From an optimization exercise on the open Yosys and OpenROAD flow, aimed at small area, a short achievable clock period and few clock cycles per item; shortcuts taken in it are not production practice. RTL that was checked went through simulation tests only; none was proved equivalent to the original. Power and IR drop assume default switching activity.

run A:
Design ysyx_mulunit, start of the top module:
module ysyx_mulunit (
    input          clk,
    input          rst_n,
    input          mul_valid,
    input  [63:0]  alu_src1,
    input  [63:0]  alu_src2,
    input  [3:0]   mul_expand_signed,
    output [129:0] mul_res,
    output         sh_fnsh_flag
);
mul u_mul (
    .clk(clk),
    .rst_n(rst_n),
    .mul_valid(mul_valid),
    .alu_src1(alu_src1),
    .alu_src2(alu_src2),
    .mul_expand_signed(mul_expand_signed),
    .mul_res(mul_res),
    .sh_fnsh_flag(sh_fnsh_flag)
);
endmodule
Size: roughly 3200 cells after synthesis, about 320 flip-flops, roughly 28000 µm² of cells after synthesis.
clock: 8.0 ns
lec_check: 0
cap_margin: 20
core_margin: 2
core_utilization: 50
place_density: 0.7
setup_slack_margin: 4.5
slew_margin: 20
synth_hierarchical: 1
standard.sh (not shown) runs the stock make flow with config.mk's settings and CLKGATE_MAP_FILE= SYNTH_SCRIPT=/design/flow/synth_recipe.tcl, a recipe that flattens the netlist after the stock synthesis.
==> flow/flow/run.sh <==
#!/bin/bash
# Layout flow: the standard layout (standard.sh, which also runs the
# standard synthesis) with these settings changed:
#  - the port buffers start as buf_2 instead of the buffer the resizer picks;
#  - sizing may swap a cell for one of another footprint;
#  - clock tree synthesis inserts no dummy loads.
# make's output goes to make.log; each step's tool output is in orfs/logs/.
set -euo pipefail
bash standard.sh MATCH_CELL_FOOTPRINT=0 \
    "BUFFER_PORTS_ARGS=-buffer_cell sky130_fd_sc_hd__buf_2" \
    "CTS_ARGS=-sink_clustering_enable -repair_clock_nets -dont_use_dummy_load" \
    finish > make.log 2>&1
Every stage of the flow completed for run A, and the final layout passed the timing, design-rule and antenna checks.
Testbench counts of run A, summed over its fixed seeds: cycles 34,590, muls 4,800.
### run A -> run B
Settings: PLACE_DENSITY: 0.7 -> unset.
-- flow/flow/run.sh --
<<< run A, line 4
#  - the port buffers start as buf_2 instead of the buffer the resizer picks;
>>> run B, line 4
#  - the port buffers start as buf_1 instead of the buffer the resizer picks;
<<< run A, line 10
    "BUFFER_PORTS_ARGS=-buffer_cell sky130_fd_sc_hd__buf_2" \
>>> run B, line 10
    "BUFFER_PORTS_ARGS=-buffer_cell sky130_fd_sc_hd__buf_1" \
==> results.txt <==
Sort run B and run A by worst endpoint data arrival time desc -> top: run A. In the metrics for run B and run A, the one carrying the higher worst setup slack is run B. Measured against each other, run B and run A differ in switching portion of total power, the higher figure coming from run A. Run A has higher routed wire length than run B. Compared to run A, run B has total power 2.1% lower. Run B completed; timing, DRC and antenna clean.
Relative to run B, the following input files were edited for run C:
Settings: setting TNS_END_PERCENT to 10 for the first time.
-- flow/flow/run.sh --
<<< run B, line 4
#  - the port buffers start as buf_1 instead of the buffer the resizer picks;
>>> run C, line 4
#  - the port buffers start as buf_2 instead of the buffer the resizer picks;
<<< run B, line 10
    "BUFFER_PORTS_ARGS=-buffer_cell sky130_fd_sc_hd__buf_1" \
>>> run C, line 10
    "BUFFER_PORTS_ARGS=-buffer_cell sky130_fd_sc_hd__buf_2" \
==> results.txt <==
The total routed wire length on the met1 layer reported for run C is smaller than that of run B by about 1.1%. Diff run B -> run C: pin count of the biggest net entering global routing higher; final design area excluding fillers picked up an extra about 0.7%; proportion of cell area occupied by registers has decreased; post-route worst setup slack dropped 0.13 ns. Relative to run B, run C degrades time the worst path needs with I/O delays and setup. Comparing run C and run B, the higher arrival time at the worst endpoint is on run C.
diff inputs: run C => run D
Settings: removing TNS_END_PERCENT (formerly 10).
Results
- Synthesis-to-layout area growth essentially unchanged between run C and run D.
- From run D to run C, count of inverters not on the clock network in the layout did not move at all.
- In terms of reported sequential group power, run D and run C differ only marginally.
- On overall power consumption, run D tracks run C almost exactly.
- Changes observed in run D relative to run C: detailed route wirelength on metal3 has increased; post-detailed-routing wire length has remained practically unchanged; share of the final layout cell area in multi-input gates has remained practically unchanged; cell count has remained practically unchanged; wire length of the first global-routing pass has remained practically unchanged.
- Run D completed; timing, DRC and antenna clean
- ~same post-layout instance area in run D and run C
Input-level comparison between run E and run D:
Settings: swapping 50 for 57 in CORE_UTILIZATION.
Results
- Portion of total power attributed to sequential cells up 0.4 points in run E wrt run D
- Design area: lower on run E
- Run E — pin count of the biggest net entering global routing about 56% lower, run D as reference
- The final reports for run E and run D show number of cells on the critical path higher in the former.
- Worst setup slack after placement: run E better than run D
- In the flow results for run E and run D, the part of the total power dissipated in combinational logic is smaller on run D.
- Worst hold slack: lower on run D
- Run E vs run D, net switching power went up by 0.000032 W.

---

Setup of the reference run:
ysyx_mulunit, a different RTL version from the one above (not shown whole).
Size: about 310 flip-flops, about 270 I/O pins, about 29000 sq um of cells after synthesis.
Settings: LEC_CHECK=0, CAP_MARGIN=20, CORE_MARGIN=2, CORE_UTILIZATION=50, SETUP_SLACK_MARGIN=5.0, SLEW_MARGIN=20; clock period 8.0 ns.
==> flow/flow/run.sh <==
#!/bin/bash
# Layout flow: the standard layout (standard.sh, which also runs the
# standard synthesis) with two resizer settings changed: the port buffers start
# as buf_2 instead of the buffer the resizer picks, and sizing may swap a cell
# for one of another footprint. make's output goes to make.log; each step's
# tool output is in orfs/logs/.
set -euo pipefail
bash standard.sh MATCH_CELL_FOOTPRINT=0 \
    "BUFFER_PORTS_ARGS=-buffer_cell sky130_fd_sc_hd__buf_2" \
    finish > make.log 2>&1
The reference run was carried through to the last stage, and its layout satisfied the timing, design-rule and antenna checks.
#### Input delta (the trial run over the reference run)
Settings: a change of SETUP_SLACK_MARGIN from 5.0 to 4.5.
[summary]
Looking at leakage power, the trial run sits 5.1% below the reference run. Of the trial run and the reference run, it is the trial run that has the higher layout filler cell count. Changes observed in the trial run relative to the reference run: ratio of cells with drive above 1 in the final layout now sits lower, routed length on met2 fell 9.4%, clock share of power went up, worst setup slack after layout increased by 0.020 ns relative to the old numbers, post-CTS resize count now smaller. Diff the reference run -> the trial run | total power | decrease of 0.00021 W. Comparing the reference run with the trial run, the count of state elements after synthesis came out essentially unchanged. Comparing the trial run against the reference run, there is no change at all in setup TNS after final layout. Between the reference run and the trial run, the data arrival time of the worst path is lower for the trial run.
No run of this note included a check of the RTL's function; only the layout flow was run.

---

Another version of the RTL of ysyx_mulunit (not shown whole).
For scale: roughly 3000 cells after synthesis, ~0.025 mm² of cells after synthesis.
==> flow/design.v (excerpt) <==
module ysyx_mulunit (
    input          clk,
    input          rst_n,
    input          mul_valid,
    input  [63:0]  alu_src1,
    input  [63:0]  alu_src2,
    input  [3:0]   mul_expand_signed,
    output [129:0] mul_res,
    output         sh_fnsh_flag
);
mul u_mul (
    .clk(clk),
    .rst_n(rst_n),
    .mul_valid(mul_valid),
    .alu_src1(alu_src1),
    .alu_src2(alu_src2),
    .mul_expand_signed(mul_expand_signed),
    .mul_res(mul_res),
    .sh_fnsh_flag(sh_fnsh_flag)
);
endmodule
clock: 8.0 ns
lec_check: 0
cap_margin: 20
core_margin: 2
core_utilization: 50
setup_slack_margin: 5
slew_margin: 20
run.sh (not shown) runs the stock make flow with config.mk's settings and CLKGATE_MAP_FILE= SYNTH_SCRIPT=/design/flow/synth_recipe.tcl, a recipe that flattens the netlist after the stock synthesis.
Stock flow here: none of the scripts above is used.
Next try:
--- a/flow/config.mk
+++ b/flow/config.mk
@@ -10,3 +10,3 @@
 export CORE_UTILIZATION = 50
-export SETUP_SLACK_MARGIN = 5
+export SETUP_SLACK_MARGIN = 4.5
 export SLEW_MARGIN = 20
Outcome:
- The changed run completed without violations
- non-clock buffer count is lower by 119
- wire length went down by 7.2%
- sequential power barely changes
- cell area goes down by about 8%
- final cell count decreases by about 2.8%
- sequential cell count does not change
- die area stays the same
- via count falls by 4.5%
- setup slack is worse by 0.054 ns
No functional check of the RTL was part of any run of this note.

---

Another version of the RTL of ysyx_mulunit (not shown whole).
Size: ~3400 cells after synthesis, about 310 flip-flops.
==> flow/config.mk <==
export PLATFORM = sky130hd
export DESIGN_NAME = ysyx_mulunit
export DESIGN_NICKNAME = ysyx_mulunit
export VERILOG_FILES = /design/flow/design.v
export SDC_FILE = /design/flow/constraint.sdc
export NUM_CORES = 8
export LEC_CHECK = 0
export CAP_MARGIN = 20
export CORE_MARGIN = 2
export CORE_UTILIZATION = 50
export SETUP_SLACK_MARGIN = 4.0
export SLEW_MARGIN = 20
==> flow/constraint.sdc <==
create_clock -name core_clock -period 8.0 [get_ports {clk}]
set_input_delay 1.6000 -clock core_clock [delete_from_list [all_inputs] [get_ports {clk}]]
set_output_delay 1.6000 -clock core_clock [all_outputs]
set_load 0.01 [all_outputs]
standard.sh (not shown) runs the stock make flow with config.mk's settings and CLKGATE_MAP_FILE= SYNTH_SCRIPT=/design/flow/synth_recipe.tcl, a recipe that flattens the netlist after the stock synthesis.
Scripts as last shown in full above: flow/flow/run.sh
==> next run, changes <==
Settings changed: SETUP_SLACK_MARGIN 4.0 to 4.5.
The new run finished clean.
Cell area came out higher by a few percent.
Final cell count rose by a few percent.
Worst hold slack is worse by 14 ps.
Setup slack gets better by 370 ps.
Clock-buffer cell count goes up by 4.
Non-clock buffer count increases by 96.
Core utilization is higher by 3.9 points.
Total power grows by a few percent.
Flip-flop and latch count is unchanged.
Function was not checked in any run of this note: the RTL went through the layout flow alone.

---

## 12-12
Another version of the RTL of ysyx_mulunit (not shown whole).
export LEC_CHECK = 0
export CAP_MARGIN = 20
export CORE_MARGIN = 2
export CORE_UTILIZATION = 50
export SETUP_SLACK_MARGIN = 4.5
export SLEW_MARGIN = 20
export SYNTH_HIERARCHICAL = 1
create_clock -name core_clock -period 8.0 [get_ports {clk}]
==> flow/flow/run.sh <==
#!/bin/bash
# Layout flow: the standard layout (standard.sh, which also runs the
# standard synthesis) with these settings changed:
#  - the port buffers start as buf_1 instead of the buffer the resizer picks;
#  - sizing may swap a cell for one of another footprint;
#  - clock tree synthesis inserts no dummy loads.
# make's output goes to make.log; each step's tool output is in orfs/logs/.
set -euo pipefail
bash standard.sh MATCH_CELL_FOOTPRINT=0 \
    "BUFFER_PORTS_ARGS=-buffer_cell sky130_fd_sc_hd__buf_1" \
    "CTS_ARGS=-sink_clustering_enable -repair_clock_nets -dont_use_dummy_load" \
    finish > make.log 2>&1
Inputs modified between 12-12 and 08-15:
==> flow/flow/run.sh <==
#!/bin/bash
# Layout flow: the standard layout (standard.sh, which also runs the
# standard synthesis) with these settings changed:
#  - the port buffers start as buf_2 instead of the buffer the resizer picks;
#  - sizing may swap a cell for one of another footprint;
#  - clock tree synthesis inserts no dummy loads.
# make's output goes to make.log; each step's tool output is in orfs/logs/.
set -euo pipefail
bash standard.sh MATCH_CELL_FOOTPRINT=0 \
    "BUFFER_PORTS_ARGS=-buffer_cell sky130_fd_sc_hd__buf_2" \
    "CTS_ARGS=-sink_clustering_enable -repair_clock_nets -dont_use_dummy_load" \
    finish > make.log 2>&1
Results
- 08-15: no failed stages, no open violations at the end
- Between 12-12 and 08-15, the flow reports placed cell area increasing slightly.
- From 12-12 to 08-15 the numbers moved as follows: routed length on met1 climbed about 1.2%, simple-gate portion of the synthesized area barely changed.
- 12-12 ended up with met4 as its highest metal layer with signal wires; 08-15 ended up with met5.
No functional check of the RTL was part of any run of this note.

---

ysyx_mulunit, a different RTL version from the one above (not shown whole).
Size in the first run: roughly 3600 cells after synthesis, roughly 270 I/O pins, about 28000 um2 of cells after synthesis.
Settings: LEC_CHECK=0, CAP_MARGIN=20, CORE_MARGIN=2, CORE_UTILIZATION=50, SETUP_SLACK_MARGIN=5, SLEW_MARGIN=20; clock period 8.0 ns.
run.sh (not shown) runs the stock make flow with config.mk's settings and CLKGATE_MAP_FILE= SYNTH_SCRIPT=/design/flow/synth_recipe.tcl, a recipe that flattens the netlist after the stock synthesis.
Stock flow here: none of the scripts above is used.
Change:
SETUP_SLACK_MARGIN = 4.5   (was 5)
What happened: Combinational power goes down by 5.7%; area after synthesis does not change; design area falls by 4.5%; routed wire length came out lower by 5.1%.
No run of this note included a check of the RTL's function; only the layout flow was run.

---

ysyx_mulunit with an RTL version that a note above also has.
For scale: ~3200 cells after synthesis, ~28000 um2 of cells after synthesis.
Settings: LEC_CHECK=0, CAP_MARGIN=20, CORE_MARGIN=2, CORE_UTILIZATION=50, SETUP_SLACK_MARGIN=4.7, SLEW_MARGIN=20, SYNTH_HIERARCHICAL=1; clock period 8.0 ns.
standard.sh (not shown) runs the stock make flow with config.mk's settings and CLKGATE_MAP_FILE= SYNTH_SCRIPT=/design/flow/synth_recipe.tcl, a recipe that flattens the netlist after the stock synthesis.
==> flow/flow/run.sh <==
#!/bin/bash
# Layout flow: the standard layout (standard.sh, which also runs the
# standard synthesis) with these settings changed:
#  - the port buffers start as buf_2 instead of the buffer the resizer picks;
#  - sizing may swap a cell for one of another footprint;
#  - clock tree synthesis inserts no dummy loads.
# make's output goes to make.log; each step's tool output is in orfs/logs/.
set -euo pipefail
bash standard.sh MATCH_CELL_FOOTPRINT=0 \
    "BUFFER_PORTS_ARGS=-buffer_cell sky130_fd_sc_hd__buf_2" \
    "CTS_ARGS=-sink_clustering_enable -repair_clock_nets -dont_use_dummy_load" \
    finish > make.log 2>&1
The starting point finished with timing, DRC and antenna clean.
Testbench counts at the start, summed over its fixed seeds: cycles 34,590, muls 4,800.
Next try:
Settings changed: CORE_UTILIZATION 50 to 44, SETUP_SLACK_MARGIN 4.7 to 4.5.
First-iteration DRC count is higher by roughly a tenth.
Non-clock buffer count is lower by 24.
Maximum frequency is lower by a few percent.
Total power is lower by a few percent.
Setup slack is worse by 150 ps.
Via count is lower by a few percent.
Next try:
Settings changed: CORE_UTILIZATION 44 to 50, SETUP_SLACK_MARGIN 4.5 to 4.6.
Result: Final area grows by about 1%. Die area shrinks by about 12%. Final cell count shrinks by about 2.4%. Wire length is about the same. Power grows by 1.1%. Worst setup slack gets better by 53 ps. Non-clock buffer count grows by 3. Via count grows by about 1.2%.
Next try:
Settings changed: ABC_AREA set to 1, SETUP_SLACK_MARGIN 4.6 to 4.5.
Die area went up by 7.5%. Core utilization went down by 1.1 points. Area after synthesis went up by 7.6%. Power went down by 1.6%.

---

Another version of the RTL of ysyx_mulunit (not shown whole).
Size: ~3500 cells after synthesis, ~270 I/O pins, roughly 29000 sq um of cells after synthesis.
Design ysyx_mulunit, start of the top module:
module ysyx_mulunit (
    input          clk,
    input          rst_n,
    input          mul_valid,
    input  [63:0]  alu_src1,
    input  [63:0]  alu_src2,
    input  [3:0]   mul_expand_signed,
    output [129:0] mul_res,
    output         sh_fnsh_flag
);
make LEC_CHECK=0 CAP_MARGIN=20 CORE_MARGIN=2 CORE_UTILIZATION=50 SETUP_SLACK_MARGIN=4.0 SLEW_MARGIN=20 finish   # period 8.0 ns
run.sh (not shown) runs the stock make flow with config.mk's settings and CLKGATE_MAP_FILE= SYNTH_SCRIPT=/design/flow/synth_recipe.tcl, a recipe that flattens the netlist after the stock synthesis.
Stock flow here: none of the scripts above is used.
Testbench counts at the start, summed over its fixed seeds: cycles 30,552, muls 4,800.
Change:
- SETUP_SLACK_MARGIN: 4.0 -> 4.5
What happened:
- critical path depth rises by 4
- hold slack improved by 16 ps
- combinational power rises by a quarter to a third
- via count rises by a little under a tenth
- global-route usage rises by 2.8 points
- setup slack improved by 240 ps
- sequential power barely changes
- clock skew rises by 3.3 ps
- flip-flop and latch count stays the same
- final area rises by roughly a tenth

---

ysyx_mulunit, a different RTL version from the one above (not shown whole).
Size in the first run: ~3700 cells after synthesis, roughly 0.030 sq mm of cells after synthesis.
export LEC_CHECK = 0
export CAP_MARGIN = 20
export CORE_MARGIN = 2
export CORE_UTILIZATION = 50
export SETUP_SLACK_MARGIN = 5.0
export SLEW_MARGIN = 20
create_clock -name core_clock -period 8.0 [get_ports {clk}]
standard.sh (not shown) runs the stock make flow with config.mk's settings and CLKGATE_MAP_FILE= SYNTH_SCRIPT=/design/flow/synth_recipe.tcl, a recipe that flattens the netlist after the stock synthesis.
==> flow/flow/run.sh <==
#!/bin/bash
# Layout flow: the standard layout (standard.sh, which also runs the
# standard synthesis) with two resizer settings changed: the port buffers start
# as buf_2 instead of the buffer the resizer picks, and sizing may swap a cell
# for one of another footprint. make's output goes to make.log; each step's
# tool output is in orfs/logs/.
set -euo pipefail
bash standard.sh MATCH_CELL_FOOTPRINT=0 \
    "BUFFER_PORTS_ARGS=-buffer_cell sky130_fd_sc_hd__buf_2" \
    finish > make.log 2>&1
Edit:
==> flow/run.sh (new file) <==
#!/bin/bash
# synth_recipe.tcl (not shown) runs the flow's synth.tcl, then flattens the netlist and writes it again
# the make line also repeats each setting of config.mk as NAME=value (left out here)
make -C /OpenROAD-flow-scripts/flow DESIGN_CONFIG=/design/flow/config.mk WORK_HOME=/design/flow/orfs CLKGATE_MAP_FILE= SYNTH_SCRIPT=/design/flow/synth_recipe.tcl finish
SETUP_SLACK_MARGIN = 4.0   (was 5.0)
removed: flow/flow/run.sh
removed: flow/standard.sh
=> The new run went through all stages and came out clean. Clock-buffer cell count drops by 2. Area after synthesis does not change. Sequential share of layout area goes up by 2.1 points. Routed wire length shrinks by 17%. Global-route usage goes down by 6.3 points.
No functional check of the RTL was part of any run of this note.

[re-timing with driven ports]
Ports are ideal in the flow. The routed layouts listed here were re-timed in OpenROAD.
Step 1 assumes that a clkbuf_16 drives the clock port and a buf_2 every other input.
Step 2 moves the port delays by t, midway between the first and last clock arrival at a register: inputs arrive t later, outputs are due t later. That takes back most of the time a late clock gives input paths.
a / b / c = ideal ports / drivers / drivers and shift; a / b = the first two.
| run | t (ns) | setup slack, ns | hold slack, ns | worst setup path at the end | clock arrival spread, ns |
|---|---|---|---|---|---|
| run A | 0.611 | 4.525 / 4.525 / 3.988 | 0.456 / 0.456 / 0.456 | input to register | 0.028 / 0.028 |
| run B | 0.605 | 4.565 / 4.574 / 4.001 | 0.426 / 0.426 / 0.426 | input to register | 0.028 / 0.027 |
| run C | 0.609 | 4.430 / 4.430 / 4.005 | 0.418 / 0.418 / 0.418 | input to register | 0.060 / 0.060 |
| run D | 0.611 | 4.572 / 4.572 / 4.038 | 0.419 / 0.419 / 0.419 | input to register | 0.063 / 0.063 |
| run E | 0.605 | 4.496 / 4.496 / 4.053 | 0.448 / 0.448 / 0.448 | input to register | 0.071 / 0.071 |
| the reference run | 0.634 | 4.205 / 4.227 / 3.593 | 0.431 / 0.431 / 0.431 | input to register | 0.035 / 0.034 |
| the trial run | 0.631 | 4.224 / 4.253 / 3.622 | 0.411 / 0.411 / 0.411 | input to register | 0.033 / 0.032 |
| the first run of note 3 | 0.628 | 4.225 / 4.242 / 3.614 | 0.444 / 0.444 / 0.444 | input to register | 0.026 / 0.026 |
| the second run of note 3 | 0.631 | 4.171 / 4.184 / 3.553 | 0.445 / 0.445 / 0.445 | input to register | 0.023 / 0.023 |
| the first run of note 4 | 0.641 | 4.077 / 4.118 / 3.478 | 0.478 / 0.478 / 0.478 | input to register | 0.024 / 0.025 |
| the second run of note 4 | 0.644 | 4.449 / 4.449 / 3.925 | 0.464 / 0.464 / 0.464 | input to register | 0.031 / 0.032 |
| 12-12 | 0.615 | 4.516 / 4.516 / 4.040 | 0.440 / 0.440 / 0.440 | input to register | 0.023 / 0.023 |
| 08-15 | 0.621 | 4.328 / 4.328 / 3.923 | 0.445 / 0.445 / 0.445 | input to register | 0.030 / 0.029 |
| the first run of note 6 | 0.645 | 3.407 / 3.441 / 2.796 | 0.499 / 0.499 / 0.499 | input to register | 0.041 / 0.041 |
| the second run of note 6 | 0.626 | 3.509 / 3.541 / 2.915 | 0.506 / 0.506 / 0.506 | input to register | 0.024 / 0.024 |
| the first run of note 7 | 0.611 | 4.677 / 4.677 / 4.180 | 0.435 / 0.435 / 0.435 | input to register | 0.053 / 0.053 |
| the second run of note 7 | 0.620 | 4.527 / 4.527 / 4.109 | 0.425 / 0.425 / 0.425 | input to register | 0.053 / 0.052 |
| the third run of note 7 | 0.610 | 4.580 / 4.597 / 4.007 | 0.430 / 0.430 / 0.430 | input to register | 0.045 / 0.046 |
| the fourth run of note 7 | 0.625 | 4.602 / 4.602 / 4.231 | 0.421 / 0.421 / 0.421 | input to register | 0.020 / 0.019 |
| the first run of note 8 | 0.634 | 3.905 / 3.908 / 3.274 | 0.442 / 0.442 / 0.442 | input to register | 0.020 / 0.020 |
| the second run of note 8 | 0.653 | 4.146 / 4.169 / 3.516 | 0.458 / 0.458 / 0.458 | input to register | 0.024 / 0.024 |
| the first run of note 9 | 0.645 | 3.863 / 3.885 / 3.240 | 0.473 / 0.473 / 0.473 | input to register | 0.043 / 0.043 |
| the second run of note 9 | 0.643 | 4.030 / 4.048 / 3.431 | 0.510 / 0.510 / 0.510 | input to register | 0.022 / 0.023 |
After both steps every run listed still meets setup and hold. For the first run of note 8, which loses most, drivers alone change the setup slack by +0.003 ns; drivers and shift together by -0.631 ns.
